Context: an optimization exercise on an open-source flow, tuned for small area, a short achievable clock period and few clock cycles. The choices shown serve that exercise and are no tape-out recipe.
Where RTL was checked, it was by simulation tests only, not by an equivalence proof against the original.
The RTL of runs 2 and 3 was laid out without a check of its function.
Power figures rest on the tool's default switching activity, not on a simulated workload.

**flow/design.v**
```verilog
module fir_mul
(
  input  wire [15:0] a,
  input  wire [8:0]  one,
  input  wire [7:0]  two,
  input  wire [7:0]  neg,
  output wire [15:0] m
);
  wire pp1;
  wire pp2;
  wire pp3;
  wire pp4;
  wire pp5;
  wire pp6;
  wire pp7;
  wire pp8;
  wire pp9;
  wire pp10;
  wire pp11;
  wire pp12;
  wire pp13;
  wire pp14;
  wire pp15;
  wire pp16;
  wire pp17;
  wire pp18;
  wire pp19;
  wire pp20;
  wire pp21;
  wire pp22;
  wire pp23;
  wire pp24;
  wire pp25;
  wire pp26;
  wire pp27;
  wire pp28;
  wire pp29;
  wire pp30;
  wire pp31;
  wire pp32;
  wire pp33;
  wire pp34;
  wire pp35;
  wire pp36;
  wire pp37;
  wire pp38;
  wire pp39;
  wire pp40;
  wire pp41;
  wire pp42;
  wire pp43;
  wire pp44;
  wire pp45;
  wire pp46;
  wire pp47;
  wire pp48;
  wire pp49;
  wire pp50;
  wire pp51;
  wire pp52;
  wire pp53;
  wire pp54;
  wire pp55;
  wire pp56;
  wire pp57;
  wire pp58;
  wire pp59;
  wire pp60;
  wire pp61;
  wire pp62;
  wire pp63;
  wire pp64;
  wire pp65;
  wire pp66;
  wire pp67;
  wire pp68;
  wire pp69;
  wire pp70;
  wire pp71;
  wire pp72;
  wire pp73;
  wire pp74;
  wire pp75;
  wire pp76;
  wire pp77;
  wire pp78;
  wire pp79;
  wire pp80;
  wire pp81;
  wire pp82;
  wire pp83;
  wire pp84;
  wire pp85;
  wire pp86;
  wire pp87;
  wire pp88;
  wire pp89;
  wire pp90;
  wire pp91;
  wire pp92;
  wire pp93;
  wire pp94;
  wire pp95;
  wire pp96;
  wire pp97;
  wire pp98;
  wire pp99;
  wire pp100;
  wire pp101;
  wire pp102;
  wire pp103;
  wire pp104;
  wire pp105;
  wire pp106;
  wire pp107;
  wire pp108;
  wire pp109;
  wire pp110;
  wire pp111;
  wire pp112;
  wire pp113;
  wire pp114;
  wire pp115;
  wire pp116;
  wire pp117;
  wire pp118;
  wire pp119;
  wire pp120;
  wire pp121;
  wire pp122;
  wire pp123;
  wire pp124;
  wire pp125;
  wire pp126;
  wire pp127;
  wire pp128;
  wire pp129;
  wire pp130;
  wire pp131;
  wire pp132;
  wire pp133;
  wire pp134;
  wire pp135;
  wire pp136;
  wire pp137;
  wire pp138;
  wire pp139;
  wire pp140;
  wire pp141;
  wire pp142;
  wire pp143;
  wire pp144;
  wire pp145;
  wire pp146;
  wire pp147;
  wire pp148;
  wire pp149;
  wire pp150;
  wire pp151;
  wire pp152;
  wire s153;
  wire c154;
  wire s155;
  wire c156;
  wire s157;
  wire c158;
  wire s159;
  wire c160;
  wire s161;
  wire c162;
  wire s163;
  wire c164;
  wire s165;
  wire c166;
  wire s167;
  wire c168;
  wire s169;
  wire c170;
  wire s171;
  wire c172;
  wire s173;
  wire c174;
  wire s175;
  wire c176;
  wire s177;
  wire c178;
  wire s179;
  wire c180;
  wire s181;
  wire c182;
  wire s183;
  wire c184;
  wire s185;
  wire c186;
  wire s187;
  wire c188;
  wire s189;
  wire c190;
  wire s191;
  wire c192;
  wire s193;
  wire c194;
  wire s195;
  wire c196;
  wire s197;
  wire c198;
  wire s199;
  wire c200;
  wire s201;
  wire c202;
  wire s203;
  wire c204;
  wire s205;
  wire c206;
  wire s207;
  wire c208;
  wire s209;
  wire c210;
  wire s211;
  wire c212;
  wire s213;
  wire c214;
  wire s215;
  wire c216;
  wire s217;
  wire c218;
  wire s219;
  wire c220;
  wire s221;
  wire c222;
  wire s223;
  wire c224;
  wire s225;
  wire c226;
  wire s227;
  wire c228;
  wire s229;
  wire c230;
  wire s231;
  wire c232;
  wire s233;
  wire c234;
  wire s235;
  wire c236;
  wire s237;
  wire c238;
  wire s239;
  wire c240;
  wire s241;
  wire c242;
  wire s243;
  wire c244;
  wire s245;
  wire c246;
  wire s247;
  wire c248;
  wire s249;
  wire c250;
  wire s251;
  wire c252;
  wire s253;
  wire c254;
  wire s255;
  wire c256;
  wire s257;
  wire c258;
  wire s259;
  wire c260;
  wire s261;
  wire c262;
  wire s263;
  wire c264;
  wire s265;
  wire c266;
  wire s267;
  wire c268;
  wire s269;
  wire c270;
  wire s271;
  wire c272;
  wire s273;
  wire c274;
  wire s275;
  wire c276;
  wire s277;
  wire c278;
  wire s279;
  wire c280;
  wire s281;
  wire c282;
  wire s283;
  wire c284;
  wire s285;
  wire c286;
  wire s287;
  wire c288;
  wire s289;
  wire c290;
  wire s291;
  wire c292;
  wire s293;
  wire c294;
  wire s295;
  wire c296;
  wire s297;
  wire c298;
  wire s299;
  wire c300;
  wire s301;
  wire c302;
  wire s303;
  wire c304;
  wire s305;
  wire c306;
  wire s307;
  wire c308;
  wire s309;
  wire c310;
  wire s311;
  wire c312;
  wire s313;
  wire c314;
  wire s315;
  wire c316;
  wire s317;
  wire c318;
  wire s319;
  wire c320;
  wire s321;
  wire c322;
  wire s323;
  wire c324;
  wire s325;
  wire c326;
  wire s327;
  wire c328;
  wire s329;
  wire c330;
  wire s331;
  wire c332;
  wire s333;
  wire c334;
  wire s335;
  wire c336;
  wire s337;
  wire c338;
  wire s339;
  wire c340;
  wire s341;
  wire c342;
  wire s343;
  wire c344;
  wire s345;
  wire c346;
  wire s347;
  wire c348;
  wire s349;
  wire c350;
  wire s351;
  wire c352;
  wire s353;
  wire c354;
  wire s355;
  wire c356;
  wire s357;
  wire c358;
  wire s359;
  wire c360;
  wire s361;
  wire c362;
  wire s363;
  wire c364;
  wire s365;
  wire c366;
  wire s367;
  wire c368;
  wire s369;
  wire c370;
  wire s371;
  wire c372;
  wire s373;
  wire c374;
  wire s375;
  wire c376;
  wire s377;
  wire c378;
  wire s379;
  wire c380;
  wire s381;
  wire c382;
  wire s383;
  wire c384;
  wire s385;
  wire c386;
  wire s387;
  wire c388;
  wire s389;
  wire c390;
  wire s391;
  wire c392;
  wire s393;
  wire c394;
  wire s395;
  wire c396;
  wire s397;
  wire c398;
  wire s399;
  wire c400;
  wire s401;
  wire c402;
  wire s403;
  wire c404;
  wire s405;
  wire c406;
  wire s407;
  wire c408;
  wire s409;
  wire c410;
  wire s411;
  wire c412;
  wire s413;
  wire c414;
  assign pp1 = ((one[0] & a[0])) ^ neg[0];
  assign pp2 = ((one[0] & a[1]) | (two[0] & a[0])) ^ neg[0];
  assign pp3 = ((one[0] & a[2]) | (two[0] & a[1])) ^ neg[0];
  assign pp4 = ((one[0] & a[3]) | (two[0] & a[2])) ^ neg[0];
  assign pp5 = ((one[0] & a[4]) | (two[0] & a[3])) ^ neg[0];
  assign pp6 = ((one[0] & a[5]) | (two[0] & a[4])) ^ neg[0];
  assign pp7 = ((one[0] & a[6]) | (two[0] & a[5])) ^ neg[0];
  assign pp8 = ((one[0] & a[7]) | (two[0] & a[6])) ^ neg[0];
  assign pp9 = ((one[0] & a[8]) | (two[0] & a[7])) ^ neg[0];
  assign pp10 = ((one[0] & a[9]) | (two[0] & a[8])) ^ neg[0];
  assign pp11 = ((one[0] & a[10]) | (two[0] & a[9])) ^ neg[0];
  assign pp12 = ((one[0] & a[11]) | (two[0] & a[10])) ^ neg[0];
  assign pp13 = ((one[0] & a[12]) | (two[0] & a[11])) ^ neg[0];
  assign pp14 = ((one[0] & a[13]) | (two[0] & a[12])) ^ neg[0];
  assign pp15 = ((one[0] & a[14]) | (two[0] & a[13])) ^ neg[0];
  assign pp16 = ((one[0] & a[15]) | (two[0] & a[14])) ^ neg[0];
  assign pp17 = ((two[0] & a[15])) ^ neg[0];
  assign pp18 = ((one[1] & a[0])) ^ neg[1];
  assign pp19 = ((one[1] & a[1]) | (two[1] & a[0])) ^ neg[1];
  assign pp20 = ((one[1] & a[2]) | (two[1] & a[1])) ^ neg[1];
  assign pp21 = ((one[1] & a[3]) | (two[1] & a[2])) ^ neg[1];
  assign pp22 = ((one[1] & a[4]) | (two[1] & a[3])) ^ neg[1];
  assign pp23 = ((one[1] & a[5]) | (two[1] & a[4])) ^ neg[1];
  assign pp24 = ((one[1] & a[6]) | (two[1] & a[5])) ^ neg[1];
  assign pp25 = ((one[1] & a[7]) | (two[1] & a[6])) ^ neg[1];
  assign pp26 = ((one[1] & a[8]) | (two[1] & a[7])) ^ neg[1];
  assign pp27 = ((one[1] & a[9]) | (two[1] & a[8])) ^ neg[1];
  assign pp28 = ((one[1] & a[10]) | (two[1] & a[9])) ^ neg[1];
  assign pp29 = ((one[1] & a[11]) | (two[1] & a[10])) ^ neg[1];
  assign pp30 = ((one[1] & a[12]) | (two[1] & a[11])) ^ neg[1];
  assign pp31 = ((one[1] & a[13]) | (two[1] & a[12])) ^ neg[1];
  assign pp32 = ((one[1] & a[14]) | (two[1] & a[13])) ^ neg[1];
  assign pp33 = ((one[1] & a[15]) | (two[1] & a[14])) ^ neg[1];
  assign pp34 = ((two[1] & a[15])) ^ neg[1];
  assign pp35 = ((one[2] & a[0])) ^ neg[2];
  assign pp36 = ((one[2] & a[1]) | (two[2] & a[0])) ^ neg[2];
  assign pp37 = ((one[2] & a[2]) | (two[2] & a[1])) ^ neg[2];
  assign pp38 = ((one[2] & a[3]) | (two[2] & a[2])) ^ neg[2];
  assign pp39 = ((one[2] & a[4]) | (two[2] & a[3])) ^ neg[2];
  assign pp40 = ((one[2] & a[5]) | (two[2] & a[4])) ^ neg[2];
  assign pp41 = ((one[2] & a[6]) | (two[2] & a[5])) ^ neg[2];
  assign pp42 = ((one[2] & a[7]) | (two[2] & a[6])) ^ neg[2];
  assign pp43 = ((one[2] & a[8]) | (two[2] & a[7])) ^ neg[2];
  assign pp44 = ((one[2] & a[9]) | (two[2] & a[8])) ^ neg[2];
  assign pp45 = ((one[2] & a[10]) | (two[2] & a[9])) ^ neg[2];
  assign pp46 = ((one[2] & a[11]) | (two[2] & a[10])) ^ neg[2];
  assign pp47 = ((one[2] & a[12]) | (two[2] & a[11])) ^ neg[2];
  assign pp48 = ((one[2] & a[13]) | (two[2] & a[12])) ^ neg[2];
  assign pp49 = ((one[2] & a[14]) | (two[2] & a[13])) ^ neg[2];
  assign pp50 = ((one[2] & a[15]) | (two[2] & a[14])) ^ neg[2];
  assign pp51 = ((two[2] & a[15])) ^ neg[2];
  assign pp52 = ((one[3] & a[0])) ^ neg[3];
  assign pp53 = ((one[3] & a[1]) | (two[3] & a[0])) ^ neg[3];
  assign pp54 = ((one[3] & a[2]) | (two[3] & a[1])) ^ neg[3];
  assign pp55 = ((one[3] & a[3]) | (two[3] & a[2])) ^ neg[3];
  assign pp56 = ((one[3] & a[4]) | (two[3] & a[3])) ^ neg[3];
  assign pp57 = ((one[3] & a[5]) | (two[3] & a[4])) ^ neg[3];
  assign pp58 = ((one[3] & a[6]) | (two[3] & a[5])) ^ neg[3];
  assign pp59 = ((one[3] & a[7]) | (two[3] & a[6])) ^ neg[3];
  assign pp60 = ((one[3] & a[8]) | (two[3] & a[7])) ^ neg[3];
  assign pp61 = ((one[3] & a[9]) | (two[3] & a[8])) ^ neg[3];
  assign pp62 = ((one[3] & a[10]) | (two[3] & a[9])) ^ neg[3];
  assign pp63 = ((one[3] & a[11]) | (two[3] & a[10])) ^ neg[3];
  assign pp64 = ((one[3] & a[12]) | (two[3] & a[11])) ^ neg[3];
  assign pp65 = ((one[3] & a[13]) | (two[3] & a[12])) ^ neg[3];
  assign pp66 = ((one[3] & a[14]) | (two[3] & a[13])) ^ neg[3];
  assign pp67 = ((one[3] & a[15]) | (two[3] & a[14])) ^ neg[3];
  assign pp68 = ((two[3] & a[15])) ^ neg[3];
  assign pp69 = ((one[4] & a[0])) ^ neg[4];
  assign pp70 = ((one[4] & a[1]) | (two[4] & a[0])) ^ neg[4];
  assign pp71 = ((one[4] & a[2]) | (two[4] & a[1])) ^ neg[4];
  assign pp72 = ((one[4] & a[3]) | (two[4] & a[2])) ^ neg[4];
  assign pp73 = ((one[4] & a[4]) | (two[4] & a[3])) ^ neg[4];
  assign pp74 = ((one[4] & a[5]) | (two[4] & a[4])) ^ neg[4];
  assign pp75 = ((one[4] & a[6]) | (two[4] & a[5])) ^ neg[4];
  assign pp76 = ((one[4] & a[7]) | (two[4] & a[6])) ^ neg[4];
  assign pp77 = ((one[4] & a[8]) | (two[4] & a[7])) ^ neg[4];
  assign pp78 = ((one[4] & a[9]) | (two[4] & a[8])) ^ neg[4];
  assign pp79 = ((one[4] & a[10]) | (two[4] & a[9])) ^ neg[4];
  assign pp80 = ((one[4] & a[11]) | (two[4] & a[10])) ^ neg[4];
  assign pp81 = ((one[4] & a[12]) | (two[4] & a[11])) ^ neg[4];
  assign pp82 = ((one[4] & a[13]) | (two[4] & a[12])) ^ neg[4];
  assign pp83 = ((one[4] & a[14]) | (two[4] & a[13])) ^ neg[4];
  assign pp84 = ((one[4] & a[15]) | (two[4] & a[14])) ^ neg[4];
  assign pp85 = ((two[4] & a[15])) ^ neg[4];
  assign pp86 = ((one[5] & a[0])) ^ neg[5];
  assign pp87 = ((one[5] & a[1]) | (two[5] & a[0])) ^ neg[5];
  assign pp88 = ((one[5] & a[2]) | (two[5] & a[1])) ^ neg[5];
  assign pp89 = ((one[5] & a[3]) | (two[5] & a[2])) ^ neg[5];
  assign pp90 = ((one[5] & a[4]) | (two[5] & a[3])) ^ neg[5];
  assign pp91 = ((one[5] & a[5]) | (two[5] & a[4])) ^ neg[5];
  assign pp92 = ((one[5] & a[6]) | (two[5] & a[5])) ^ neg[5];
  assign pp93 = ((one[5] & a[7]) | (two[5] & a[6])) ^ neg[5];
  assign pp94 = ((one[5] & a[8]) | (two[5] & a[7])) ^ neg[5];
  assign pp95 = ((one[5] & a[9]) | (two[5] & a[8])) ^ neg[5];
  assign pp96 = ((one[5] & a[10]) | (two[5] & a[9])) ^ neg[5];
  assign pp97 = ((one[5] & a[11]) | (two[5] & a[10])) ^ neg[5];
  assign pp98 = ((one[5] & a[12]) | (two[5] & a[11])) ^ neg[5];
  assign pp99 = ((one[5] & a[13]) | (two[5] & a[12])) ^ neg[5];
  assign pp100 = ((one[5] & a[14]) | (two[5] & a[13])) ^ neg[5];
  assign pp101 = ((one[5] & a[15]) | (two[5] & a[14])) ^ neg[5];
  assign pp102 = ((two[5] & a[15])) ^ neg[5];
  assign pp103 = ((one[6] & a[0])) ^ neg[6];
  assign pp104 = ((one[6] & a[1]) | (two[6] & a[0])) ^ neg[6];
  assign pp105 = ((one[6] & a[2]) | (two[6] & a[1])) ^ neg[6];
  assign pp106 = ((one[6] & a[3]) | (two[6] & a[2])) ^ neg[6];
  assign pp107 = ((one[6] & a[4]) | (two[6] & a[3])) ^ neg[6];
  assign pp108 = ((one[6] & a[5]) | (two[6] & a[4])) ^ neg[6];
  assign pp109 = ((one[6] & a[6]) | (two[6] & a[5])) ^ neg[6];
  assign pp110 = ((one[6] & a[7]) | (two[6] & a[6])) ^ neg[6];
  assign pp111 = ((one[6] & a[8]) | (two[6] & a[7])) ^ neg[6];
  assign pp112 = ((one[6] & a[9]) | (two[6] & a[8])) ^ neg[6];
  assign pp113 = ((one[6] & a[10]) | (two[6] & a[9])) ^ neg[6];
  assign pp114 = ((one[6] & a[11]) | (two[6] & a[10])) ^ neg[6];
  assign pp115 = ((one[6] & a[12]) | (two[6] & a[11])) ^ neg[6];
  assign pp116 = ((one[6] & a[13]) | (two[6] & a[12])) ^ neg[6];
  assign pp117 = ((one[6] & a[14]) | (two[6] & a[13])) ^ neg[6];
  assign pp118 = ((one[6] & a[15]) | (two[6] & a[14])) ^ neg[6];
  assign pp119 = ((two[6] & a[15])) ^ neg[6];
  assign pp120 = ((one[7] & a[0])) ^ neg[7];
  assign pp121 = ((one[7] & a[1]) | (two[7] & a[0])) ^ neg[7];
  assign pp122 = ((one[7] & a[2]) | (two[7] & a[1])) ^ neg[7];
  assign pp123 = ((one[7] & a[3]) | (two[7] & a[2])) ^ neg[7];
  assign pp124 = ((one[7] & a[4]) | (two[7] & a[3])) ^ neg[7];
  assign pp125 = ((one[7] & a[5]) | (two[7] & a[4])) ^ neg[7];
  assign pp126 = ((one[7] & a[6]) | (two[7] & a[5])) ^ neg[7];
  assign pp127 = ((one[7] & a[7]) | (two[7] & a[6])) ^ neg[7];
  assign pp128 = ((one[7] & a[8]) | (two[7] & a[7])) ^ neg[7];
  assign pp129 = ((one[7] & a[9]) | (two[7] & a[8])) ^ neg[7];
  assign pp130 = ((one[7] & a[10]) | (two[7] & a[9])) ^ neg[7];
  assign pp131 = ((one[7] & a[11]) | (two[7] & a[10])) ^ neg[7];
  assign pp132 = ((one[7] & a[12]) | (two[7] & a[11])) ^ neg[7];
  assign pp133 = ((one[7] & a[13]) | (two[7] & a[12])) ^ neg[7];
  assign pp134 = ((one[7] & a[14]) | (two[7] & a[13])) ^ neg[7];
  assign pp135 = ((one[7] & a[15]) | (two[7] & a[14])) ^ neg[7];
  assign pp136 = ((two[7] & a[15])) ^ neg[7];
  assign pp137 = one[8] & a[0];
  assign pp138 = one[8] & a[1];
  assign pp139 = one[8] & a[2];
  assign pp140 = one[8] & a[3];
  assign pp141 = one[8] & a[4];
  assign pp142 = one[8] & a[5];
  assign pp143 = one[8] & a[6];
  assign pp144 = one[8] & a[7];
  assign pp145 = one[8] & a[8];
  assign pp146 = one[8] & a[9];
  assign pp147 = one[8] & a[10];
  assign pp148 = one[8] & a[11];
  assign pp149 = one[8] & a[12];
  assign pp150 = one[8] & a[13];
  assign pp151 = one[8] & a[14];
  assign pp152 = one[8] & a[15];
  assign s153 = pp11 ^ pp26;
  assign c154 = pp11 & pp26;
  assign s155 = pp12 ^ pp27;
  assign c156 = pp12 & pp27;
  assign s157 = pp13 ^ pp28 ^ pp43;
  assign c158 = (pp13 & pp28) | (pp13 & pp43) | (pp28 & pp43);
  assign s159 = pp58 ^ pp73;
  assign c160 = pp58 & pp73;
  assign s161 = pp14 ^ pp29 ^ pp44;
  assign c162 = (pp14 & pp29) | (pp14 & pp44) | (pp29 & pp44);
  assign s163 = pp59 ^ pp74;
  assign c164 = pp59 & pp74;
  assign s165 = pp15 ^ pp30 ^ pp45;
  assign c166 = (pp15 & pp30) | (pp15 & pp45) | (pp30 & pp45);
  assign s167 = pp60 ^ pp75 ^ pp90;
  assign c168 = (pp60 & pp75) | (pp60 & pp90) | (pp75 & pp90);
  assign s169 = pp105 ^ pp120;
  assign c170 = pp105 & pp120;
  assign s171 = pp16 ^ pp31 ^ pp46;
  assign c172 = (pp16 & pp31) | (pp16 & pp46) | (pp31 & pp46);
  assign s173 = pp61 ^ pp76 ^ pp91;
  assign c174 = (pp61 & pp76) | (pp61 & pp91) | (pp76 & pp91);
  assign s175 = pp106 ^ pp121;
  assign c176 = pp106 & pp121;
  assign s177 = pp17 ^ pp32 ^ pp47;
  assign c178 = (pp17 & pp32) | (pp17 & pp47) | (pp32 & pp47);
  assign s179 = pp62 ^ pp77 ^ pp92;
  assign c180 = (pp62 & pp77) | (pp62 & pp92) | (pp77 & pp92);
  assign s181 = pp107 ^ pp122 ^ pp137;
  assign c182 = (pp107 & pp122) | (pp107 & pp137) | (pp122 & pp137);
  assign s183 = pp33 ^ pp48 ^ pp63;
  assign c184 = (pp33 & pp48) | (pp33 & pp63) | (pp48 & pp63);
  assign s185 = pp78 ^ pp93 ^ pp108;
  assign c186 = (pp78 & pp93) | (pp78 & pp108) | (pp93 & pp108);
  assign s187 = pp123 ^ pp138 ^ neg[0];
  assign c188 = (pp123 & pp138) | (pp123 & neg[0]) | (pp138 & neg[0]);
  assign s189 = pp34 ^ pp49 ^ pp64;
  assign c190 = (pp34 & pp49) | (pp34 & pp64) | (pp49 & pp64);
  assign s191 = pp79 ^ pp94 ^ pp109;
  assign c192 = (pp79 & pp94) | (pp79 & pp109) | (pp94 & pp109);
  assign s193 = pp124 ^ pp139 ^ neg[0];
  assign c194 = (pp124 & pp139) | (pp124 & neg[0]) | (pp139 & neg[0]);
  assign s195 = pp50 ^ pp65 ^ pp80;
  assign c196 = (pp50 & pp65) | (pp50 & pp80) | (pp65 & pp80);
  assign s197 = pp95 ^ pp110 ^ pp125;
  assign c198 = (pp95 & pp110) | (pp95 & pp125) | (pp110 & pp125);
  assign s199 = pp140 ^ ~neg[0] ^ ~neg[1];
  assign c200 = (pp140 & ~neg[0]) | (pp140 & ~neg[1]) | (~neg[0] & ~neg[1]);
  assign s201 = pp51 ^ pp66 ^ pp81;
  assign c202 = (pp51 & pp66) | (pp51 & pp81) | (pp66 & pp81);
  assign s203 = pp96 ^ pp111 ^ pp126;
  assign c204 = (pp96 & pp111) | (pp96 & pp126) | (pp111 & pp126);
  assign s205 = pp141 ^ 1'b1;
  assign c206 = pp141 & 1'b1;
  assign s207 = pp67 ^ pp82 ^ pp97;
  assign c208 = (pp67 & pp82) | (pp67 & pp97) | (pp82 & pp97);
  assign s209 = pp112 ^ pp127 ^ pp142;
  assign c210 = (pp112 & pp127) | (pp112 & pp142) | (pp127 & pp142);
  assign s211 = pp68 ^ pp83 ^ pp98;
  assign c212 = (pp68 & pp83) | (pp68 & pp98) | (pp83 & pp98);
  assign s213 = pp113 ^ pp128;
  assign c214 = pp113 & pp128;
  assign s215 = pp84 ^ pp99 ^ pp114;
  assign c216 = (pp84 & pp99) | (pp84 & pp114) | (pp99 & pp114);
  assign s217 = pp85 ^ pp100;
  assign c218 = pp85 & pp100;
  assign s219 = pp7 ^ pp22;
  assign c220 = pp7 & pp22;
  assign s221 = pp8 ^ pp23;
  assign c222 = pp8 & pp23;
  assign s223 = pp9 ^ pp24 ^ pp39;
  assign c224 = (pp9 & pp24) | (pp9 & pp39) | (pp24 & pp39);
  assign s225 = pp54 ^ pp69;
  assign c226 = pp54 & pp69;
  assign s227 = pp10 ^ pp25 ^ pp40;
  assign c228 = (pp10 & pp25) | (pp10 & pp40) | (pp25 & pp40);
  assign s229 = pp55 ^ pp70;
  assign c230 = pp55 & pp70;
  assign s231 = s153 ^ pp41 ^ pp56;
  assign c232 = (s153 & pp41) | (s153 & pp56) | (pp41 & pp56);
  assign s233 = pp71 ^ pp86 ^ neg[5];
  assign c234 = (pp71 & pp86) | (pp71 & neg[5]) | (pp86 & neg[5]);
  assign s235 = c154 ^ s155 ^ pp42;
  assign c236 = (c154 & s155) | (c154 & pp42) | (s155 & pp42);
  assign s237 = pp57 ^ pp72 ^ pp87;
  assign c238 = (pp57 & pp72) | (pp57 & pp87) | (pp72 & pp87);
  assign s239 = c156 ^ s157 ^ s159;
  assign c240 = (c156 & s157) | (c156 & s159) | (s157 & s159);
  assign s241 = pp88 ^ pp103 ^ neg[6];
  assign c242 = (pp88 & pp103) | (pp88 & neg[6]) | (pp103 & neg[6]);
  assign s243 = c158 ^ c160 ^ s161;
  assign c244 = (c158 & c160) | (c158 & s161) | (c160 & s161);
  assign s245 = s163 ^ pp89 ^ pp104;
  assign c246 = (s163 & pp89) | (s163 & pp104) | (pp89 & pp104);
  assign s247 = c162 ^ c164 ^ s165;
  assign c248 = (c162 & c164) | (c162 & s165) | (c164 & s165);
  assign s249 = s167 ^ s169 ^ neg[7];
  assign c250 = (s167 & s169) | (s167 & neg[7]) | (s169 & neg[7]);
  assign s251 = c166 ^ c168 ^ c170;
  assign c252 = (c166 & c168) | (c166 & c170) | (c168 & c170);
  assign s253 = s171 ^ s173 ^ s175;
  assign c254 = (s171 & s173) | (s171 & s175) | (s173 & s175);
  assign s255 = c172 ^ c174 ^ c176;
  assign c256 = (c172 & c174) | (c172 & c176) | (c174 & c176);
  assign s257 = s177 ^ s179 ^ s181;
  assign c258 = (s177 & s179) | (s177 & s181) | (s179 & s181);
  assign s259 = c178 ^ c180 ^ c182;
  assign c260 = (c178 & c180) | (c178 & c182) | (c180 & c182);
  assign s261 = s183 ^ s185 ^ s187;
  assign c262 = (s183 & s185) | (s183 & s187) | (s185 & s187);
  assign s263 = c184 ^ c186 ^ c188;
  assign c264 = (c184 & c186) | (c184 & c188) | (c186 & c188);
  assign s265 = s189 ^ s191 ^ s193;
  assign c266 = (s189 & s191) | (s189 & s193) | (s191 & s193);
  assign s267 = c190 ^ c192 ^ c194;
  assign c268 = (c190 & c192) | (c190 & c194) | (c192 & c194);
  assign s269 = s195 ^ s197 ^ s199;
  assign c270 = (s195 & s197) | (s195 & s199) | (s197 & s199);
  assign s271 = c196 ^ c198 ^ c200;
  assign c272 = (c196 & c198) | (c196 & c200) | (c198 & c200);
  assign s273 = s201 ^ s203 ^ s205;
  assign c274 = (s201 & s203) | (s201 & s205) | (s203 & s205);
  assign s275 = c202 ^ c204 ^ c206;
  assign c276 = (c202 & c204) | (c202 & c206) | (c204 & c206);
  assign s277 = s207 ^ s209 ^ ~neg[2];
  assign c278 = (s207 & s209) | (s207 & ~neg[2]) | (s209 & ~neg[2]);
  assign s279 = c208 ^ c210 ^ s211;
  assign c280 = (c208 & c210) | (c208 & s211) | (c210 & s211);
  assign s281 = s213 ^ pp143 ^ 1'b1;
  assign c282 = (s213 & pp143) | (s213 & 1'b1) | (pp143 & 1'b1);
  assign s283 = c212 ^ c214 ^ s215;
  assign c284 = (c212 & c214) | (c212 & s215) | (c214 & s215);
  assign s285 = pp129 ^ pp144 ^ ~neg[3];
  assign c286 = (pp129 & pp144) | (pp129 & ~neg[3]) | (pp144 & ~neg[3]);
  assign s287 = c216 ^ s217 ^ pp115;
  assign c288 = (c216 & s217) | (c216 & pp115) | (s217 & pp115);
  assign s289 = pp130 ^ pp145 ^ 1'b1;
  assign c290 = (pp130 & pp145) | (pp130 & 1'b1) | (pp145 & 1'b1);
  assign s291 = c218 ^ pp101 ^ pp116;
  assign c292 = (c218 & pp101) | (c218 & pp116) | (pp101 & pp116);
  assign s293 = pp131 ^ pp146 ^ ~neg[4];
  assign c294 = (pp131 & pp146) | (pp131 & ~neg[4]) | (pp146 & ~neg[4]);
  assign s295 = pp102 ^ pp117 ^ pp132;
  assign c296 = (pp102 & pp117) | (pp102 & pp132) | (pp117 & pp132);
  assign s297 = pp147 ^ 1'b1;
  assign c298 = pp147 & 1'b1;
  assign s299 = pp118 ^ pp133 ^ pp148;
  assign c300 = (pp118 & pp133) | (pp118 & pp148) | (pp133 & pp148);
  assign s301 = pp119 ^ pp134;
  assign c302 = pp119 & pp134;
  assign s303 = pp5 ^ pp20;
  assign c304 = pp5 & pp20;
  assign s305 = pp6 ^ pp21;
  assign c306 = pp6 & pp21;
  assign s307 = s219 ^ pp37 ^ pp52;
  assign c308 = (s219 & pp37) | (s219 & pp52) | (pp37 & pp52);
  assign s309 = c220 ^ s221 ^ pp38;
  assign c310 = (c220 & s221) | (c220 & pp38) | (s221 & pp38);
  assign s311 = c222 ^ s223 ^ s225;
  assign c312 = (c222 & s223) | (c222 & s225) | (s223 & s225);
  assign s313 = c224 ^ c226 ^ s227;
  assign c314 = (c224 & c226) | (c224 & s227) | (c226 & s227);
  assign s315 = c228 ^ c230 ^ s231;
  assign c316 = (c228 & c230) | (c228 & s231) | (c230 & s231);
  assign s317 = c232 ^ c234 ^ s235;
  assign c318 = (c232 & c234) | (c232 & s235) | (c234 & s235);
  assign s319 = c236 ^ c238 ^ s239;
  assign c320 = (c236 & c238) | (c236 & s239) | (c238 & s239);
  assign s321 = c240 ^ c242 ^ s243;
  assign c322 = (c240 & c242) | (c240 & s243) | (c242 & s243);
  assign s323 = c244 ^ c246 ^ s247;
  assign c324 = (c244 & c246) | (c244 & s247) | (c246 & s247);
  assign s325 = c248 ^ c250 ^ s251;
  assign c326 = (c248 & c250) | (c248 & s251) | (c250 & s251);
  assign s327 = c252 ^ c254 ^ s255;
  assign c328 = (c252 & c254) | (c252 & s255) | (c254 & s255);
  assign s329 = c256 ^ c258 ^ s259;
  assign c330 = (c256 & c258) | (c256 & s259) | (c258 & s259);
  assign s331 = c260 ^ c262 ^ s263;
  assign c332 = (c260 & c262) | (c260 & s263) | (c262 & s263);
  assign s333 = c264 ^ c266 ^ s267;
  assign c334 = (c264 & c266) | (c264 & s267) | (c266 & s267);
  assign s335 = c268 ^ c270 ^ s271;
  assign c336 = (c268 & c270) | (c268 & s271) | (c270 & s271);
  assign s337 = c272 ^ c274 ^ s275;
  assign c338 = (c272 & c274) | (c272 & s275) | (c274 & s275);
  assign s339 = c276 ^ c278 ^ s279;
  assign c340 = (c276 & c278) | (c276 & s279) | (c278 & s279);
  assign s341 = c280 ^ c282 ^ s283;
  assign c342 = (c280 & c282) | (c280 & s283) | (c282 & s283);
  assign s343 = c284 ^ c286 ^ s287;
  assign c344 = (c284 & c286) | (c284 & s287) | (c286 & s287);
  assign s345 = c288 ^ c290 ^ s291;
  assign c346 = (c288 & c290) | (c288 & s291) | (c290 & s291);
  assign s347 = c292 ^ c294 ^ s295;
  assign c348 = (c292 & c294) | (c292 & s295) | (c294 & s295);
  assign s349 = c296 ^ c298 ^ s299;
  assign c350 = (c296 & c298) | (c296 & s299) | (c298 & s299);
  assign s351 = c300 ^ s301 ^ pp149;
  assign c352 = (c300 & s301) | (c300 & pp149) | (s301 & pp149);
  assign s353 = c302 ^ pp135 ^ pp150;
  assign c354 = (c302 & pp135) | (c302 & pp150) | (pp135 & pp150);
  assign s355 = pp136 ^ pp151;
  assign c356 = pp136 & pp151;
  assign s357 = pp3 ^ pp18;
  assign c358 = pp3 & pp18;
  assign s359 = pp4 ^ pp19;
  assign c360 = pp4 & pp19;
  assign s361 = s303 ^ pp35 ^ neg[2];
  assign c362 = (s303 & pp35) | (s303 & neg[2]) | (pp35 & neg[2]);
  assign s363 = c304 ^ s305 ^ pp36;
  assign c364 = (c304 & s305) | (c304 & pp36) | (s305 & pp36);
  assign s365 = c306 ^ s307 ^ neg[3];
  assign c366 = (c306 & s307) | (c306 & neg[3]) | (s307 & neg[3]);
  assign s367 = c308 ^ s309 ^ pp53;
  assign c368 = (c308 & s309) | (c308 & pp53) | (s309 & pp53);
  assign s369 = c310 ^ s311 ^ neg[4];
  assign c370 = (c310 & s311) | (c310 & neg[4]) | (s311 & neg[4]);
  assign s371 = c312 ^ s313 ^ s229;
  assign c372 = (c312 & s313) | (c312 & s229) | (s313 & s229);
  assign s373 = c314 ^ s315 ^ s233;
  assign c374 = (c314 & s315) | (c314 & s233) | (s315 & s233);
  assign s375 = c316 ^ s317 ^ s237;
  assign c376 = (c316 & s317) | (c316 & s237) | (s317 & s237);
  assign s377 = c318 ^ s319 ^ s241;
  assign c378 = (c318 & s319) | (c318 & s241) | (s319 & s241);
  assign s379 = c320 ^ s321 ^ s245;
  assign c380 = (c320 & s321) | (c320 & s245) | (s321 & s245);
  assign s381 = c322 ^ s323 ^ s249;
  assign c382 = (c322 & s323) | (c322 & s249) | (s323 & s249);
  assign s383 = c324 ^ s325 ^ s253;
  assign c384 = (c324 & s325) | (c324 & s253) | (s325 & s253);
  assign s385 = c326 ^ s327 ^ s257;
  assign c386 = (c326 & s327) | (c326 & s257) | (s327 & s257);
  assign s387 = c328 ^ s329 ^ s261;
  assign c388 = (c328 & s329) | (c328 & s261) | (s329 & s261);
  assign s389 = c330 ^ s331 ^ s265;
  assign c390 = (c330 & s331) | (c330 & s265) | (s331 & s265);
  assign s391 = c332 ^ s333 ^ s269;
  assign c392 = (c332 & s333) | (c332 & s269) | (s333 & s269);
  assign s393 = c334 ^ s335 ^ s273;
  assign c394 = (c334 & s335) | (c334 & s273) | (s335 & s273);
  assign s395 = c336 ^ s337 ^ s277;
  assign c396 = (c336 & s337) | (c336 & s277) | (s337 & s277);
  assign s397 = c338 ^ s339 ^ s281;
  assign c398 = (c338 & s339) | (c338 & s281) | (s339 & s281);
  assign s399 = c340 ^ s341 ^ s285;
  assign c400 = (c340 & s341) | (c340 & s285) | (s341 & s285);
  assign s401 = c342 ^ s343 ^ s289;
  assign c402 = (c342 & s343) | (c342 & s289) | (s343 & s289);
  assign s403 = c344 ^ s345 ^ s293;
  assign c404 = (c344 & s345) | (c344 & s293) | (s345 & s293);
  assign s405 = c346 ^ s347 ^ s297;
  assign c406 = (c346 & s347) | (c346 & s297) | (s347 & s297);
  assign s407 = c348 ^ s349 ^ ~neg[5];
  assign c408 = (c348 & s349) | (c348 & ~neg[5]) | (s349 & ~neg[5]);
  assign s409 = c350 ^ s351 ^ 1'b1;
  assign c410 = (c350 & s351) | (c350 & 1'b1) | (s351 & 1'b1);
  assign s411 = c352 ^ s353 ^ ~neg[6];
  assign c412 = (c352 & s353) | (c352 & ~neg[6]) | (s353 & ~neg[6]);
  assign s413 = c354 ^ s355 ^ 1'b1;
  assign c414 = (c354 & s355) | (c354 & 1'b1) | (s355 & 1'b1);
  wire [30:0] r0 = {c412, c410, c408, c406, c404, c402, c400, c398, c396, c394, c392, c390, c388, c386, c384, c382, c380, c378, c376, c374, c372, c370, c368, c366, c364, c362, c360, c358, s357, pp2, pp1};
  wire [30:0] r1 = {s413, s411, s409, s407, s405, s403, s401, s399, s397, s395, s393, s391, s389, s387, s385, s383, s381, s379, s377, s375, s373, s371, s369, s367, s365, s363, s361, s359, neg[1], 1'b0, neg[0]};
  wire [30:0] p = r0 + r1;
  assign m = p[30:15];
endmodule
module fir_booth
(
  input  wire [15:0] b,
  output wire [8:0]  one,
  output wire [7:0]  two,
  output wire [7:0]  neg
);
  wire [16:0] bx = {b, 1'b0};
  genvar i;
  generate
    for (i = 0; i < 8; i = i + 1) begin : dig
      wire h = bx[2*i+2], m = bx[2*i+1], l = bx[2*i];
      assign one[i] = m ^ l;
      assign two[i] = (h & ~m & ~l) | (~h & m & l);
      assign neg[i] = h & ~(m & l);
    end
  endgenerate
  assign one[8] = b[15];
endmodule
module ahb_lite_fir_filter
(
  input  wire        clk,
  input  wire        n_rst,
  input  wire        hsel,
  input  wire [3:0]  haddr,
  input  wire        hsize,
  input  wire [1:0]  htrans,
  input  wire        hwrite,
  input  wire [15:0] hwdata,
  output reg  [15:0] hrdata,
  output reg         hresp
);
  wire xfer   = hsel & (htrans == 2'd2);
  wire wr_ok  = (haddr >= 4'd4) & (haddr <= 4'd14);
  always_comb hresp = xfer & (hwrite ? ~wr_ok : (haddr == 4'd15));
  reg        wp;           
  reg [3:0]  pa;           
  reg        ps;           
  always_ff @(posedge clk, negedge n_rst)
    if (!n_rst) wp <= 1'b0;
    else        wp <= xfer & hwrite & wr_ok;
  always_ff @(posedge clk) begin
    pa <= haddr;
    ps <= hsize;
  end
  wire wlo = wp & (ps | ~pa[0]);
  wire whi = wp & (ps |  pa[0]);
  reg [15:0] smp;                  
  reg [15:0] f0, f1, f2, f3;       
  reg [15:0] c0, c1, c2, c3;       
  reg [15:0] x1, x2;               
  reg [17:0] acc;                  
  reg [15:0] res;                  
  reg        err;
  reg [15:0] mr;                   
  reg [15:0] ma;                   
  reg [8:0]  bone;                 
  reg [7:0]  btwo, bneg;
  reg s_0;                         
  reg u;                           
  reg s_c1;                        
  reg s_c2;                        
  reg s_c3;                        
  reg s_a3;                        
  reg g2;                          
  wire sel_smp = pa[3:1] == 3'd2;
  wire start   = wp & sel_smp;
  wire load    = wp & (pa == 4'd14) & hwdata[0];
  wire [15:0] smp_n = {whi & sel_smp ? hwdata[15:8] : smp[15:8],
                       wlo & sel_smp ? hwdata[7:0]  : smp[7:0]};
  reg  [15:0] bn;
  wire [8:0]  bn_one;
  wire [7:0]  bn_two, bn_neg;
  wire [15:0] m;
  always_comb begin
    if (start)     bn = c0;
    else if (s_0)  bn = c1;
    else if (s_c1) bn = c2;
    else           bn = c3;
  end
  fir_booth ENC (.b(bn), .one(bn_one), .two(bn_two), .neg(bn_neg));
  always_ff @(posedge clk) begin
    if (start)     ma <= smp_n;
    else if (s_0)  ma <= smp;
    else if (s_c1) ma <= x1;
    else           ma <= x2;
    bone <= bn_one;
    btwo <= bn_two;
    bneg <= bn_neg;
  end
  fir_mul MUL (.a(ma), .one(bone), .two(btwo), .neg(bneg), .m(m));
  wire        sub  = g2 | s_c3;
  wire [17:0] opa  = s_c2 ? 18'd0 : acc;
  wire [17:0] sum  = sub ? opa - {2'b0, mr} : opa + {2'b0, mr};
  wire err_now = (~acc[17] & acc[16]) | (acc[17] & (mr > acc[15:0]));
  always_ff @(posedge clk)
    mr <= m;
  always_ff @(posedge clk, negedge n_rst) begin
    if (!n_rst) begin
      smp <= '0;
      f0 <= '0; f1 <= '0; f2 <= '0; f3 <= '0;
      c0 <= '0; c1 <= '0; c2 <= '0; c3 <= '0;
      x1 <= '0; x2 <= '0;
      acc <= '0;
      res <= '0;
      err <= 1'b0;
      s_0 <= 1'b0; u <= 1'b0; s_c1 <= 1'b0; s_c2 <= 1'b0; s_c3 <= 1'b0;
      s_a3 <= 1'b0; g2 <= 1'b0;
    end else begin
      smp <= smp_n;
      if (wlo && pa[3:1] == 3'd3) f0[7:0]  <= hwdata[7:0];
      if (whi && pa[3:1] == 3'd3) f0[15:8] <= hwdata[15:8];
      if (wlo && pa[3:1] == 3'd4) f1[7:0]  <= hwdata[7:0];
      if (whi && pa[3:1] == 3'd4) f1[15:8] <= hwdata[15:8];
      if (wlo && pa[3:1] == 3'd5) f2[7:0]  <= hwdata[7:0];
      if (whi && pa[3:1] == 3'd5) f2[15:8] <= hwdata[15:8];
      if (wlo && pa[3:1] == 3'd6) f3[7:0]  <= hwdata[7:0];
      if (whi && pa[3:1] == 3'd6) f3[15:8] <= hwdata[15:8];
      if (start) begin
        x1 <= smp;
        x2 <= x1;
      end
      s_0  <= start | load;
      u    <= start;
      s_c1 <= s_0;
      g2   <= s_0 & u;
      s_c2 <= s_c1;
      s_c3 <= s_c2;
      s_a3 <= s_c3;
      if (load) begin
        c0 <= f0; c1 <= f1; c2 <= f2; c3 <= f3;
      end
      if (load)
        err <= 1'b0;
      else if (g2)
        err <= err_now;
      if (g2)
        res <= sum[17] ? 16'd0 - sum[15:0] : sum[15:0];
      if (s_c2 | s_c3 | s_a3)
        acc <= sum;
    end
  end
  reg [7:0] blo, bhi;
  always_comb begin
    case (pa[3:1])
      3'd0:    begin blo = {7'b0, s_0}; bhi = {7'b0, g2 ? err_now : err}; end
      3'd1:    begin blo = res[7:0];     bhi = res[15:8];   end
      3'd2:    begin blo = smp[7:0];     bhi = smp[15:8];   end
      3'd3:    begin blo = f0[7:0];      bhi = f0[15:8];    end
      3'd4:    begin blo = f1[7:0];      bhi = f1[15:8];    end
      3'd5:    begin blo = f2[7:0];      bhi = f2[15:8];    end
      3'd6:    begin blo = f3[7:0];      bhi = f3[15:8];    end
      default: begin blo = 8'd0;         bhi = 8'd0;        end
    endcase
    hrdata = {(ps | pa[0]) ? bhi : 8'd0, (ps | ~pa[0]) ? blo : 8'd0};
  end
endmodule
```
**flow/constraint.sdc**
```tcl
create_clock -name core_clock -period 11.0 [get_ports {clk}]
set_input_delay 2.2000 -clock core_clock [delete_from_list [all_inputs] [get_ports {clk}]]
set_output_delay 2.2000 -clock core_clock [all_outputs]
set_load 0.01 [all_outputs]
```
**flow/config.mk**
```make
export PLATFORM = sky130hd
export DESIGN_NAME = ahb_lite_fir_filter
export DESIGN_NICKNAME = ahb_lite_fir_filter
export VERILOG_FILES = /design/flow/design.v
export SDC_FILE = /design/flow/constraint.sdc
export NUM_CORES = 4
export LEC_CHECK = 0
export CAP_MARGIN = 20
export CORE_MARGIN = 2
export CORE_UTILIZATION = 40
export SETUP_SLACK_MARGIN = 5
export SLEW_MARGIN = 20
```
**flow/run.sh**
```bash
#!/bin/bash
# synth_recipe.tcl (not shown) runs the flow's synth.tcl, then flattens the netlist and writes it again
# the make line also repeats each setting of config.mk as NAME=value (left out here)
make -C /OpenROAD-flow-scripts/flow DESIGN_CONFIG=/design/flow/config.mk WORK_HOME=/design/flow/orfs CLKGATE_MAP_FILE= SYNTH_SCRIPT=/design/flow/synth_recipe.tcl finish
```
==> flow_summary.toml, run 1 <==
[detailed_routing]
viasPerCell = 5.43
wl_met2_mm = 24.4
wl_per_cell_um = 19.0
ant_nets = 0
first_pass_iters = 5
drt-met1-wl_mm = 24.3
top_layer = "met4"
drt_iter0_drc = 1176
vias = 15000
wl_met3_mm = 3.01
wirelength_mm = 52.5
route.detailed.drc = 0

[timing]
finalSetupViolations = 0
max_freq_mhz = 173
slew_headroom_pct = 25.1
post-route-period-util_pct = 52.4
min_period_ns = 5.77
skew_ns = 0.0370
slew_violations = 0
worst_pin_slew_ns = 1.12
hold_viol = 0
grt_setup_unrepaired = "false"
holdWs_ns = 0.454
setup_tns_ns = 0

[power_and_ir_drop]
finalPower_mw = 3.91
irDropWorstVdd_v = 0.000182
p_leak_nw = 9.86
power.density_nw_per_um2 = 178

[clock_tree]
clock_latency_ns = 0.60
clockRootBuffer = "clkbuf_16"
post_cts_resized = 1
post_cts_buffers = 0
cts.clk_slew.worst_paths_ns = 0.06
clk_path_buf_depth = 3
cts_max_level = 1
cts_tree = "yes"
cts_hold_buf = 0
clkSinkCount = 281
numCtsBuffers = 31

[place]
dpl.hpwl_mm = 38.0
place_area_sq_um = 20900
gp_congestion = 0.810
portBuffers = 43

[cells_and_area]
largest_register_ff_count = 18
nNetsFinal = 2285
fin_area_sq_um = 22000
final_common_cell = "dfrtp_1"
seqCellArea_sq_um = 6720
fillers = 4898
drive_gt1_share_pct = 12.5
syn_to_final_growth_pct = 9.72
antenna_cells = 0
layout_common_cells = "217 x dfrtp_1, 210 x nand2_1, 202 x inv_1, 156 x mux2_2, 134 x xnor2_1"
multi_input_area_sq_um = 12000
largest-register = "acc"

[setup_path]
cp-start-kind = "input pin"
crit_slowest_cell = "clkdlybuf4s50_1"
cpPeakStageDelay_ns = 0.56
path_cells = "clkdlybuf4s50_1 > nor2_1 > nand2_1 > a21oi_1 > clkdlybuf4s50_1"
critPathRequiredTime_ns = 8.80
crit_path_frequent_cell = "clkdlybuf4s50_1"
path_max_fanout = 3
end_kind = "output port"
worstSetupPathType = "in2out"
worst_ep_arrival_time_ns = 3.57

[die]
dieArea_sq_um = 51900
ios = 44
die_h_um = 228
die_w_um = 228
fp-row-count = 82
core_area_sq_um = 49900
start_util_pct = 40.2

[logic_synthesis]
synth_nets = 2328
ys_warn_count = 1
ys_types = 76
syn_inst = 2106
synth_area_leaders = "dfrtp_1 27%, fa_1 10%, mux2_2 8.8%"
synth.cell_area_sq_um = 20100
async_reset_ff_share_pct = 77.9
synth_flop_cell = "dfrtp_1"
yosys.area.top_type_share_pct = 27.3
yosysSeqAreaShare_pct = 33.5
avgSynthCellArea_sq_um = 9.52
yosys_register_bits = 281
synth_edf_count = 0
yosysTopAreaCell = "dfrtp_1"

[grt]
grt-ovfl-total = 0
antenna_found_initial = 0
grt_pass1_vias = 15000
grt_usage_pct = 20.1
grt_pass1_wl_mm = 84.5
grt_max_degree = 85

[job]
cap_violations = 0

[hold_path]
min_path_type = "reg2reg"

[outcome]
status = "finished clean"
==> metrics by stage <==
stage	setup WS (ns)	util, %	cells
after global routing	5.04	44.1	2760
after global placement	5.22	42.0	2700
final	5.23	44.1	2760
after floorplan	5.76	-	2106
after detailed placement	5.23	42.0	2700
after CTS	5.12	44.0	2758
==> Yosys cell counts (7+ instances only) <==
library cell,count
nand2_1,210
clkbuf_1,123
and2_1,14
inv_1,202
nand2b_1,7
nor3_1,21
o21ai_0,78
xnor2_1,134
nor2b_1,12
o21a_1,15
a22oi_1,130
xor2_1,42
a211oi_1,15
fa_1,105
mux2i_1,43
dfrtp_1,219
mux2_2,156
a221oi_1,16
o21ai_1,7
a21o_1,20
nor2_1,132
dfxtp_1,62
a31oi_1,14
nand4_1,12
a21oi_1,83
or3_1,13
buf_1,13
nand3_1,18
ha_1,90
==> worst paths after layout <==
check / start / endpoint / slack [ns] / depth (start not counted)
worst max-delay path: haddr[2] / hresp / 5.23 / 5
worst min-delay path: u / g2 / 0.45 / 1
worst max register to register: bneg[4] / mr[15] / 5.32 / 17
worst min register to register: u / g2 / 0.45 / 1
max in group asynchronous: n_rst / smp[15] / 7.96 / 2
min in group asynchronous: n_rst / x1[2] / 1.60 / 1
==> kinds of logic (layout without fill, tap and decap cells) <==
logic type      Yosys count  count (layout)  share of synthesized area [%]
simple gates            476             476                           10.6
buf+inv                 347             329                           6.64
flops                   281             281                           33.5
xor+xnor                176             176                           7.69
mux                     200             200                           11.0
compound gates          431             431                           14.5
fa+ha+maj               195             195                           16.1
==> worst max-delay path, delay by kind of cell <==
| family | cells | cell delay, ns |
|---|---|---|
| buf+inv | 2 | 1.00 |
| compound gates | 1 | 0.15 |
| simple gates | 2 | 0.22 |
==> area by class of cell <==
| class | instances | share of cell area, % |
|---|---|---|
| Clock inverter | 9 | 0.409 |
| Timing Repair Buffer | 65 | 2.82 |
| Inverter | 206 | 3.51 |
| Clock buffer | 49 | 4.20 |
| Multi-Input combinational cell | 1478 | 54.7 |
| Tap cell | 672 | 3.82 |
| Sequential cell | 281 | 30.6 |
==> power breakdown <==
group | internal [mW] | switching [mW] | total (mW)
logic | 0.630 | 1.04 | 1.67
clock network | 0.599 | 0.430 | 1.03
registers | 1.12 | 0.0896 | 1.21
total | 2.35 | 1.56 | 3.91
==> routing by layer <==
metal / GRT usage [%] / up-vias
met2: 33.0 / 448
met4: 3.94 / 0
met3: 2.51 / 65
li1: - / 7088
met1: 28.6 / 7377
met5: 0 / -
Testbench counts, summed over its fixed seeds: cycles 4,104.
==> run 2, diff against run 1 <==
--- a/flow/design.v
+++ b/flow/design.v
@@ -891,4 +891,5 @@
   reg [15:0] c0, c1, c2, c3;       
   reg [15:0] x1, x2;               
+  reg        vc, vx1, vx2;         
   reg [17:0] acc;                  
   reg [15:0] res;                  
@@ -907,5 +908,6 @@
   wire sel_smp = pa[3:1] == 3'd2;
   wire start   = wp & sel_smp;
-  wire load    = wp & (pa == 4'd14) & hwdata[0];
+  wire wr14    = wp & (pa == 4'd14);
+  wire load    = wr14 & hwdata[0];
   wire [15:0] smp_n = {whi & sel_smp ? hwdata[15:8] : smp[15:8],
                        wlo & sel_smp ? hwdata[7:0]  : smp[7:0]};
@@ -914,16 +916,11 @@
   wire [7:0]  bn_two, bn_neg;
   wire [15:0] m;
-  always_comb begin
-    if (start)     bn = c0;
-    else if (s_0)  bn = c1;
-    else if (s_c1) bn = c2;
-    else           bn = c3;
-  end
+  always_comb
+    bn = ({16{start & vc}} & c0) | ({16{s_0 & vc}} & c1) |
+         ({16{s_c1 & vc}} & c2) | ({16{s_c2 & vc}} & c3);
   fir_booth ENC (.b(bn), .one(bn_one), .two(bn_two), .neg(bn_neg));
   always_ff @(posedge clk) begin
-    if (start)     ma <= smp_n;
-    else if (s_0)  ma <= smp;
-    else if (s_c1) ma <= x1;
-    else           ma <= x2;
+    ma <= ({16{start | wr14 | s_0}} & smp_n) | ({16{s_c1 & vx1}} & x1) |
+          ({16{s_c2 & vx2}} & x2);
     bone <= bn_one;
     btwo <= bn_two;
@@ -941,6 +938,5 @@
       smp <= '0;
       f0 <= '0; f1 <= '0; f2 <= '0; f3 <= '0;
-      c0 <= '0; c1 <= '0; c2 <= '0; c3 <= '0;
-      x1 <= '0; x2 <= '0;
+      vc <= 1'b0; vx1 <= 1'b0; vx2 <= 1'b0;
       acc <= '0;
       res <= '0;
@@ -959,7 +955,9 @@
       if (whi && pa[3:1] == 3'd6) f3[15:8] <= hwdata[15:8];
       if (start) begin
-        x1 <= smp;
-        x2 <= x1;
+        vx1 <= 1'b1;
+        vx2 <= vx1;
       end
+      if (load)
+        vc <= 1'b1;
       s_0  <= start | load;
       u    <= start;
@@ -969,7 +967,4 @@
       s_c3 <= s_c2;
       s_a3 <= s_c3;
-      if (load) begin
-        c0 <= f0; c1 <= f1; c2 <= f2; c3 <= f3;
-      end
       if (load)
         err <= 1'b0;
@@ -982,4 +977,13 @@
     end
   end
+  always_ff @(posedge clk) begin
+    if (start) begin
+      x1 <= smp;
+      x2 <= x1;
+    end
+    if (load) begin
+      c0 <= f0; c1 <= f1; c2 <= f2; c3 <= f3;
+    end
+  end
   reg [7:0] blo, bhi;
   always_comb begin
==> flow/flow/run.sh (new file) <==
#!/bin/bash
set -uo pipefail
export SETUP_SLACK_MARGIN=6.0
export BUFFER_PORTS_ARGS="-buffer_cell sky130_fd_sc_hd__buf_2"
bash standard.sh > standard.log 2>&1
==> flow/standard.sh (new file) <==
#!/bin/bash
# synth_recipe.tcl (not shown) runs the flow's synth.tcl, then flattens the netlist and writes it again
# the make line also repeats each setting of config.mk as NAME=value (left out here)
make -C /OpenROAD-flow-scripts/flow DESIGN_CONFIG=/design/flow/config.mk WORK_HOME=/design/flow/orfs CLKGATE_MAP_FILE= SYNTH_SCRIPT=/design/flow/synth_recipe.tcl "${@:-finish}"
--- a/flow/config.mk
+++ b/flow/config.mk
@@ -9,4 +9,6 @@
 export CORE_MARGIN = 2
 export CORE_UTILIZATION = 40
-export SETUP_SLACK_MARGIN = 5
+export CTS_BUF_LIST = sky130_fd_sc_hd__clkbuf_16
+export CTS_CLUSTER_DIAMETER = 80
+export CTS_CLUSTER_SIZE = 25
 export SLEW_MARGIN = 20
removed: flow/run.sh
==> run 2 against run 1 <==
Maximum frequency up 12%. Sequential power about the same. Count of clock-buffer cells in the layout fell by 32. Power down 21%. Register-to-register slack improved by 0.54 ns. Non-clock buffer count increased by 83. Final area shrank 2.0%. Critical path type is now reg2reg. Largest cell class unchanged.
==> flow_summary.toml, run 2 <==
[detailed_routing]
wl_per_cell_um = 20.4
route.detailed.drc = 0
drt_iter0_drc = 1211
ant_nets = 0
wl_met3_mm = 2.98
wl_met2_mm = 24.1
drt-met1-wl_mm = 22.8
vias = 14000
viasPerCell = 5.55
top_layer = "met4"
wirelength_mm = 51.4
first_pass_iters = 5

[logic_synthesis]
yosysMostFrequentCell = "inv_1"
syn_inst = 1846
ys_types = 71
yosysTopAreaCell = "dfrtp_1"
synth.cell_area_sq_um = 19100
avgSynthCellArea_sq_um = 10.3
async_reset_ff_share_pct = 44.4
ys_warn_count = 1
synth_area_leaders = "dfrtp_1 17%, edfxtp_1 15%, fa_1 11%"
yosys_register_bits = 284
yosys.area.top_type_share_pct = 16.5
synth_flop_cell = "dfrtp_1"
synth_nets = 2068
synth_edf_count = 96
yosysSeqAreaShare_pct = 38.1
synth_commonest_cells = "209 x inv_1, 143 x a22oi_1, 134 x xnor2_1"

[clock_tree]
cts_max_level = 1
clock_latency_ns = 0.52
clkSinkCount = 284
numCtsBuffers = 17
cts_tree = "yes"
clk_path_buf_depth = 3
cts.clk_slew.worst_paths_ns = 0.10
clockRootBuffer = "clkbuf_16"

[setup_path]
ff2ff_setup_slack_ns = 5.86
cp-start-kind = "flop"
worstSetupPathType = "reg2reg"
critPathRequiredTime_ns = 11.41
end_kind = "flop"
worst_ep_arrival_time_ns = 5.55
path_max_fanout = 6

[timing]
setup_tns_ns = 0
hold_viol = 0
grt_setup_unrepaired = "true"
skew_ns = 0.0164
post-route-period-util_pct = 46.7
slew_headroom_pct = 30.5
finalSetupViolations = 0
worst_pin_slew_ns = 1.04
post-route-worst-setup-slack_ns = 5.86
max_freq_mhz = 195
slew_violations = 0
min_period_ns = 5.14

[place]
dpl.hpwl_mm = 35.3
place_area_sq_um = 19800
gp_congestion = 0.871
pre_cts_slack_ns = 5.10
portBuffers = 43

[hold_path]
min_path_type = "reg2reg"

[power_and_ir_drop]
p_sw_mw = 1.19
p_leak_nw = 9.06
pwr-share-clk_pct = 22.1
pwr-share-seq_pct = 38.6
swShare_pct = 38.4
p_int_mw = 1.91
p_comb_share_pct = 39.3
irDropWorstVdd_v = 0.000126
power.density_nw_per_um2 = 144

[die]
die_w_um = 222
dieArea_sq_um = 49500
die_h_um = 222
start_util_pct = 40.2
fp-row-count = 80
ios = 44
core_area_sq_um = 47400

[outcome]
status = "finished clean"

[cells_and_area]
syn_to_final_growth_pct = 13.1
nNetsFinal = 2110
drive_gt1_share_pct = 21.5
layout_common_cells = "204 x inv_1, 126 x xnor2_1, 126 x dfrtp_1, 121 x a22oi_1, 99 x nand2_1"
largest-register = "acc"
final_common_cell = "inv_1"
fin_area_sq_um = 21600
largest_register_ff_count = 18
antenna_cells = 0

[grt]
grt_usage_pct = 21.0
antenna_found_initial = 1
grt-ovfl-total = 0
grt_pass1_wl_mm = 82.0
grt_max_degree = 79
grt_pass1_vias = 14200

[job]
cap_violations = 0
==> run 2: cell families after synthesis <==
logic type | Yosys count | share of synthesized area (%)
DFF | 284 | 38.1
muxes | 118 | 6.79
xor gates and xnor gates | 188 | 8.63
and+or+nand+nor | 330 | 8.39
buffers and inverters | 336 | 6.69
AOI/OAI and AO/OA | 395 | 14.4
adders and majority gates | 195 | 16.9
==> run 2: power groups by stage <==
| stage | clock [mW] | combinational, mW | sequential [mW] |
|---|---|---|---|
| final | 0.685 | 1.22 | 1.20 |
| after global routing | 0.745 | 1.34 | 1.21 |
| after CTS | 0.704 | 1.18 | 1.20 |
| after detailed placement | 0 | 1.15 | 1.23 |
| after global placement | 0 | 1.15 | 1.23 |
| after floorplan | 0 | 0.873 | 1.21 |
==> run 2: worst paths after layout <==
path | start | endpoint | cells past startpoint
hold / removal | s_c1 | s_c2 | 0
min in group asynchronous | n_rst | res[14] | 1
hold reg to reg | s_c1 | s_c2 | 0
setup / recovery | btwo[3] | mr[15] | 20
max in group asynchronous | n_rst | f0[1] | 2
setup reg to reg | btwo[3] | mr[15] | 20
==> run 2: layout make-up <==
| cell class | count | area (sq um) |
|---|---|---|
| Tap cell | 615 | 769 |
| Multi-Input combinational cell | 1226 | 11000 |
| Sequential cell | 284 | 7420 |
| Clock inverter | 13 | 111 |
| Fill cell | 4492 | 25900 |
| Clock buffer | 17 | 425 |
| Inverter | 211 | 795 |
| Timing Repair Buffer | 148 | 1070 |
==> run 2: per-layer routing <==
| layer | global-route usage, % | vias to the layer above |
|---|---|---|
| met4 | 6.62 | 0 |
| met1 | 29.2 | 6923 |
| li1 | - | 6440 |
| met3 | 2.33 | 97 |
| met2 | 34.4 | 497 |
| met5 | 0 | - |
==> run 2: metrics by stage <==
step | hold slack [ns] | power, mW | utilization [%] | std cells
final | 0.409 | 3.10 | 45.5 | 2514
after global routing | 0.418 | 3.29 | 45.5 | 2514
after CTS | 0.411 | 3.08 | 44.8 | 2500
after detailed placement | 0.387 | 2.38 | 41.7 | 2395
after global placement | 0.378 | 2.37 | 41.7 | 2395
after floorplan | 0.359 | 2.08 | - | 1846
==> run 2: repair_timing <==
action | in CTS | in global routing
gates cloned | 0 | 0
setup endpoints to repair | 26 | 25
gates resized for setup | 126 | 41
pin swaps | 24 | 31
buffers inserted | 75 | 14
hold buffers | 0 | 0
==> run 2: worst max-delay path: stages (launching register included) <==
cell and delay [ns]:
dfxtp_4 0.39, a22oi_2 0.21, xnor2_1 0.12, fa_2 0.38, fa_1 0.50, inv_2 0.04
fa_1 0.52, inv_1 0.05, fa_1 0.51, inv_2 0.05, ha_4 0.21, a211oi_2 0.24
nor2_2 0.07, or4b_4 0.52, and3_4 0.17, a211o_4 0.30, a211oi_4 0.26, buf_6 0.15
a31oi_4 0.09, a21oi_2 0.16, xnor2_1 0.07
==> run 3, diff against run 2 <==
--- a/flow/config.mk
+++ b/flow/config.mk
@@ -10,5 +10,5 @@
 export CORE_UTILIZATION = 40
 export CTS_BUF_LIST = sky130_fd_sc_hd__clkbuf_16
-export CTS_CLUSTER_DIAMETER = 80
-export CTS_CLUSTER_SIZE = 25
+export CTS_CLUSTER_DIAMETER = 60
+export CTS_CLUSTER_SIZE = 35
 export SLEW_MARGIN = 20
==> run 3 against run 2 <==
Still clean. Final area up 1.3%. Clock skew is 0.014 ns higher. Setup slack got worse by 0.0055 ns. Synthesized area stayed put. First-iteration DRC count down 1.4%. Non-clock buffer count down 10. Power grew 8.7%. Utilization up 0.61 points. Sequential share of layout area shrank 0.45 points. Critical path type unchanged. Critical endpoint unchanged.
==> flow_summary.toml, run 3 <==
[setup_path]
worstSetupPathType = "reg2reg"
cpPeakStageDelay_ns = 0.54
path_max_fanout = 6
cp-start-kind = "flop"
crit_slowest_cell = "fa_1"
cp_top_family = "adder cells"
path_cells = "a22oi_2 > xnor2_1 > fa_1 > inv_1 > fa_1 > inv_2 > fa_1 > inv_1 > fa_1 > inv_1 > ha_4 > o21ai_2 > nor2_2 > or4b_4 > and3_4 > a211o_4 > a211oi_4 > buf_6 > a31oi_4 > a21oi_2 > xnor2_1"
critPathRequiredTime_ns = 11.48
end_kind = "flop"
crit_path_frequent_cell = "fa_1"
worst_ep_arrival_time_ns = 5.63
path_buf_inv = 5

[detailed_routing]
vias = 14000
viasPerCell = 5.57
wl_per_cell_um = 20.5
route.detailed.drc = 0
first_pass_iters = 6
ant_nets = 0
wirelength_mm = 51.6
drt_iter0_drc = 1194

[timing]
max_freq_mhz = 194
slew_violations = 0
grt_setup_unrepaired = "true"
slew_headroom_pct = 31.7
skew_ns = 0.0304
setup_tns_ns = 0
post-route-period-util_pct = 46.8
finalSetupViolations = 0
min_period_ns = 5.15
worst_pin_slew_ns = 1.02
hold_viol = 0
post-route-worst-setup-slack_ns = 5.85

[place]
portBuffers = 43
dpl.hpwl_mm = 35.3
gp_congestion = 0.871
pre_cts_slack_ns = 5.10
placed_cells = 2395

[clock_tree]
cts_hold_buf = 0
clk_path_buf_depth = 3
clock_latency_ns = 0.56
numCtsBuffers = 24
cts.clk_slew.worst_paths_ns = 0.10
clkSinkCount = 284
cts_max_level = 1
clockRootBuffer = "clkbuf_16"
cts_tree = "yes"

[grt]
grt_usage_pct = 21.0
grt_pass1_wl_mm = 82.2
grt-ovfl-total = 0
grtUsageMet3_pct = 2.43
met2_usage_pct = 34.4
grt_pass1_vias = 14200
antenna_found_initial = 1
grt.busiest_layer = "met2"
grt_max_degree = 79
gr-usage-met1_pct = 29.2

[die]
fp-row-count = 80
dieArea_sq_um = 49500
die_w_um = 222
core_area_sq_um = 47400
die_h_um = 222
ios = 44
start_util_pct = 40.2

[power_and_ir_drop]
p_sw_mw = 1.28
pwr-share-seq_pct = 35.5
finalPower_mw = 3.37
irDropWorstVdd_v = 0.000177
p_int_mw = 2.09
power.density_nw_per_um2 = 154
pwr-share-clk_pct = 28.7
p_comb_share_pct = 35.8
swShare_pct = 37.9
p_leak_nw = 9.16

[hold_path]
min_path_type = "reg2reg"

[logic_synthesis]
synth.cell_area_sq_um = 19100
ys_types = 71
yosysMostFrequentCell = "inv_1"
async_reset_ff_share_pct = 44.4
yosysTopAreaCell = "dfrtp_1"
ys_warn_count = 1
synth_flop_cell = "dfrtp_1"
yosysSeqAreaShare_pct = 38.1
yosys.area.top_type_share_pct = 16.5
yosys_register_bits = 284
synth_nets = 2068
syn_inst = 1846
synth_commonest_cells = "209 x inv_1, 143 x a22oi_1, 134 x xnor2_1"
avgSynthCellArea_sq_um = 10.3
synth_area_leaders = "dfrtp_1 17%, edfxtp_1 15%, fa_1 11%"
synth_edf_count = 96

[outcome]
status = "finished clean"

[cells_and_area]
layout_common_cells = "200 x inv_1, 126 x xnor2_1, 126 x dfrtp_1, 118 x a22oi_1"
largest_register_ff_count = 18
final_common_cell = "inv_1"
finalNonFillerCells = 2518
drive_gt1_share_pct = 21.9
syn_to_final_growth_pct = 14.6
largest-register = "acc"
antenna_cells = 0
nNetsFinal = 2107

[job]
cap_violations = 0
## run 3: changes by cell type in the layout (fill, tap and decap cells not counted), sizes merged
cell / delta
inv: -2
clkinv: +6
clkbuf: +6
bufinv: +1
clkinvlp: +1
buf: -8
## run 3: logic make-up (layout without fill, tap and decap cells)
group	after synthesis	in the layout	share of synthesized area (%)
multiplexers	118	118	6.79
flip-flops	284	284	38.1
AO/OA/AOI/OAI	395	395	14.4
buffers and inverters	336	393	6.69
AND/OR/NAND/NOR	330	330	8.39
XOR/XNOR	188	188	8.63
adder cells (fa/ha/maj)	195	195	16.9
## run 3: what timing repair did
action                                 CTS  global route
pin swaps                               33            25
resized for setup                      121            42
setup buffers                           71             8
endpoints found under the hold margin    0             0
setup endpoints to repair               26            34
## run 3: worst register-to-register path, cell delays in order, from the launching register on
cell,delay [ns]
dfxtp_4,0.39
a22oi_2,0.21
xnor2_1,0.12
fa_1,0.54
inv_1,0.05
fa_1,0.43
inv_2,0.07
fa_1,0.43
inv_1,0.09
fa_1,0.41
inv_1,0.11
ha_4,0.23
o21ai_2,0.15
nor2_2,0.07
or4b_4,0.52
and3_4,0.16
a211o_4,0.30
a211oi_4,0.26
buf_6,0.15
a31oi_4,0.08
a21oi_2,0.16
xnor2_1,0.11
## run 3: power groups by stage
stage                     combinational [mW]  clock, mW  sequential (mW)
after global routing                    1.33       1.03             1.21
after global placement                  1.15          0             1.23
after detailed placement                1.15          0             1.23
final                                   1.21      0.967             1.20
after floorplan                        0.873          0             1.21
after CTS                               1.18      0.988             1.20
## run 3: worst paths after layout
check,start,end,slack [ns],cells past startpoint
worst min register to register,s_c1,s_c2,0.40,0
worst max-delay path,btwo[0],mr[15],5.85,21
min in group asynchronous,n_rst,res[14],1.70,1
worst max register to register,btwo[0],mr[15],5.85,21
max in group asynchronous,n_rst,f1[4],8.15,2
worst min-delay path,s_c1,s_c2,0.40,0
## run 3: stage by stage
stage | hold slack [ns] | utilization, % | instance area, sq um
floorplan | 0.359 | - | 19500
global placement | 0.378 | 41.7 | 19800
detailed placement | 0.387 | 41.7 | 19800
CTS | 0.406 | 45.6 | 21600
global route | 0.412 | 46.1 | 21900
finish | 0.400 | 46.1 | 21900
## run 3: cell type report
class,instances,area (sq um)
fillers,4466,25600
multi-input cells,1226,11000
flip-flops and latches,284,7420
repair buffers,138,990
inverters,211,795
well taps,615,769
clock buffers,25,626
clock inverters,19,303
## run 3: metal layers
layer  wire, um  part of all wire (%)  vias up
met2      24000                    47      547
met1      22600                    44     6943
met5          0                     0        -
met3       3370                   6.5       96
li1           -                     -     6443
met4       1660                   3.2        0

-- re-timing with driven ports --
The results above use ideal ports. As a check the final layouts listed here were re-extracted and re-timed, cells and wires unchanged.
Step 1 sets driving cells, clkbuf_16 on the clock port and buf_2 on the other inputs (assumed; they add their load-dependent delay and slew).
Step 2 times the ports against the registers' clock, not the clock port: input delays grow and output delays shrink by t, the midpoint of the rising clock arrivals with the driver on.
Three values: no drivers, after step 1, after step 2; two values: the first two.
run | shift t [ns] | setup slack, ns | slew at the worst register clock pin (ns)
run 1 | 0.639 | 5.234 / 5.212 / 5.212 | 0.07 / 0.07
run 2 | 0.572 | 5.859 / 5.859 / 5.859 | 0.10 / 0.10
run 3 | 0.599 | 5.854 / 5.854 / 5.854 | 0.11 / 0.11
After both steps setup and hold are still met in every run listed. The setup slack of run 1, which loses most, moves by -0.022 ns with the drivers and by -0.022 ns with both steps.
